From an optimization exercise on the open Yosys and OpenROAD flow, aimed at small area, a short achievable clock period and few clock cycles; shortcuts taken in it are not production practice.
Power figures rest on the tool's default switching activity, not on a simulated workload.

==> flow/design.v (excerpt) <==
module MatrixMultUnit(
  input  wire reset_n,
  input  wire clk,
  input  wire dut_valid,
  output wire dut_ready,
  output wire        dut__tb__sram_input_write_enable,
  output wire [15:0] dut__tb__sram_input_write_address,
  output wire [31:0] dut__tb__sram_input_write_data,
  output wire [15:0] dut__tb__sram_input_read_address,
  input  wire [31:0] tb__dut__sram_input_read_data,
  output wire        dut__tb__sram_weight_write_enable,
  output wire [15:0] dut__tb__sram_weight_write_address,
  output wire [31:0] dut__tb__sram_weight_write_data,
  output wire [15:0] dut__tb__sram_weight_read_address,
  input  wire [31:0] tb__dut__sram_weight_read_data,
  output wire        dut__tb__sram_result_write_enable,
  output wire [15:0] dut__tb__sram_result_write_address,
  output wire [31:0] dut__tb__sram_result_write_data,
  output wire [15:0] dut__tb__sram_result_read_address,
  input  wire [31:0] tb__dut__sram_result_read_data,
  output wire        dut__tb__sram_scratchpad_write_enable,
  output wire [15:0] dut__tb__sram_scratchpad_write_address,
  output wire [31:0] dut__tb__sram_scratchpad_write_data,
  output wire [15:0] dut__tb__sram_scratchpad_read_address,
  input  wire [31:0] tb__dut__sram_scratchpad_read_data
);
Size: ~470 flip-flops, about 0.033 mm² of cells after synthesis.
export LEC_CHECK = 0
export ABC_CLOCK_PERIOD_IN_PS = 3000
export CAP_MARGIN = 20
export CORE_MARGIN = 2
export CORE_UTILIZATION = 65
export SLEW_MARGIN = 20
export SYNTH_HIERARCHICAL = 1
create_clock -name core_clock -period 10.0 [get_ports {clk}]
standard.sh (not shown) runs the stock make flow with config.mk's settings and CLKGATE_MAP_FILE= SYNTH_SCRIPT=/design/flow/synth_recipe.tcl, a recipe that flattens the netlist after the stock synthesis.
==> flow/flow/run.sh <==
#!/bin/bash
# The standard layout (standard synthesis included), with timing repair
# aiming at 6.85 ns of setup slack instead of 0.
set -euo pipefail
bash standard.sh SETUP_SLACK_MARGIN=6.85 finish > standard_flow.log 2>&1
Rerun with:
--- a/flow/design.v
+++ b/flow/design.v
@@ -163,19 +163,20 @@
       end
     end
     default: begin
       a_addr <= a_base;
       b_addr <= b_base;
     end
   endcase
 end
 always @(posedge clk) begin
-  nd <= n_r * d_r;
+  if (state == S_LOAD2) nd <= 9'd0;
+  else if (state == S_RUN && lt && lj && phase == P_QKV && m == 2'd0) nd <= nd + {4'd0, d_r};
   if (state == S_RUN) dcnt <= 3'd4;
   else dcnt <= dcnt - 3'd1;
 end
 reg        src1;
 reg        first1, first2, first3;
 reg        last1, last2, last3, last4, we;
 reg [31:0] op_a, op_b;
 wire [31:0] acc;
 always @(posedge clk) begin
Power is lower by 25%.
Count of clock-buffer cells in the layout is lower by 3.
Via count is lower by 2.5%.
Sequential share of layout area is higher by 0.38 points.
Die area is lower by 1.7%.
Routed wire length is lower by 2.9%.
No run of this note included a check of the RTL's function; only the layout flow was run.

--- another note on this design; it stands on its own ---

## wip/tundra
Design MatrixMultUnit, start of the top module:
module MatrixMultUnit(
  input  wire reset_n,
  input  wire clk,
  input  wire dut_valid,
  output wire dut_ready,
  output wire        dut__tb__sram_input_write_enable,
  output wire [15:0] dut__tb__sram_input_write_address,
  output wire [31:0] dut__tb__sram_input_write_data,
  output wire [15:0] dut__tb__sram_input_read_address,
  input  wire [31:0] tb__dut__sram_input_read_data,
  output wire        dut__tb__sram_weight_write_enable,
  output wire [15:0] dut__tb__sram_weight_write_address,
  output wire [31:0] dut__tb__sram_weight_write_data,
  output wire [15:0] dut__tb__sram_weight_read_address,
  input  wire [31:0] tb__dut__sram_weight_read_data,
  output wire        dut__tb__sram_result_write_enable,
  output wire [15:0] dut__tb__sram_result_write_address,
  output wire [31:0] dut__tb__sram_result_write_data,
  output wire [15:0] dut__tb__sram_result_read_address,
  input  wire [31:0] tb__dut__sram_result_read_data,
  output wire        dut__tb__sram_scratchpad_write_enable,
  output wire [15:0] dut__tb__sram_scratchpad_write_address,
  output wire [31:0] dut__tb__sram_scratchpad_write_data,
  output wire [15:0] dut__tb__sram_scratchpad_read_address,
  input  wire [31:0] tb__dut__sram_scratchpad_read_data
);
  ...
export LEC_CHECK = 0
export ABC_CLOCK_PERIOD_IN_PS = 3000
export CAP_MARGIN = 20
export CORE_MARGIN = 2
export CORE_UTILIZATION = 40
export CTS_CLUSTER_DIAMETER = 60
export CTS_CLUSTER_SIZE = 25
export SLEW_MARGIN = 20
export SYNTH_HIERARCHICAL = 1
create_clock -name core_clock -period 10.0 [get_ports {clk}]
standard.sh (not shown) runs the stock make flow with config.mk's settings and CLKGATE_MAP_FILE= SYNTH_SCRIPT=/design/flow/synth_recipe.tcl, a recipe that flattens the netlist after the stock synthesis.
==> flow/flow/run.sh <==
#!/bin/bash
# The standard layout (standard synthesis included), with timing repair
# aiming at 7.0 ns of setup slack instead of 0.
set -euo pipefail
bash standard.sh SETUP_SLACK_MARGIN=7.0 finish > standard_flow.log 2>&1
wip/tundra completed; timing, DRC and antenna clean
--- input diff wip/tundra..wip/amber ---
==> flow/flow/run.sh <==
#!/bin/bash
# The standard layout (standard synthesis included), with timing repair
# aiming at 6.85 ns of setup slack instead of 0.
set -euo pipefail
bash standard.sh SETUP_SLACK_MARGIN=6.85 finish > standard_flow.log 2>&1
diff --git a/flow/config.mk b/flow/config.mk
--- a/flow/config.mk
+++ b/flow/config.mk
@@ -9,7 +9,6 @@
 export CAP_MARGIN = 20
 export CORE_MARGIN = 2
-export CORE_UTILIZATION = 40
-export CTS_CLUSTER_DIAMETER = 60
-export CTS_CLUSTER_SIZE = 25
+export CORE_UTILIZATION = 70
+export PLACE_DENSITY = 0.8
 export SLEW_MARGIN = 20
 export SYNTH_HIERARCHICAL = 1
[summary]
- wip/amber: full flow OK, the timing, design-rule and antenna checks passed
- | count of vias placed by the detailed router | wip/amber vs wip/tundra | 9.5% higher |
- Against wip/tundra, total core area in wip/amber came out better.
- Global routing usage on met2: wip/amber vs wip/tundra up 33 points
- Compare wip/amber and wip/tundra | average vias per placed instance lower: wip/tundra
- Side by side, design area turned out lower in wip/amber than in wip/tundra.
No run of this note included a check of the RTL's function; only the layout flow was run.

==> static timing again, ports no longer ideal <==
No port has a modelled driver above. Below, the same layouts with a new extraction and two added sets of constraints. Step 1, drivers: a clkbuf_16 drives clk and a buf_2 each remaining input, both assumed. Step 2 times the ports against the registers' clock, not the clock port: input delays grow and output delays shrink by t, the midpoint of the rising clock arrivals with the driver on. Three values: ideal ports, drivers, drivers and shift; two values: the first two.
run | t (ns) | setup WS [ns] | worst setup path after step 2 | cell pins on the clock port's net
the first run of note 1 | 0.659 | 6.837 / 6.777 / 6.726 | input to register | 1
the second run of note 1 | 0.670 | 6.771 / 6.710 / 6.807 | register to register | 1
wip/tundra | 0.672 | 6.812 / 6.751 / 6.604 | input to register | 1
wip/amber | 0.664 | 6.731 / 6.671 / 6.565 | input to register | 1
After both steps setup and hold are still met in every run listed. The setup slack of wip/tundra, which loses most, moves by -0.061 ns with the drivers and by -0.208 ns with both steps.
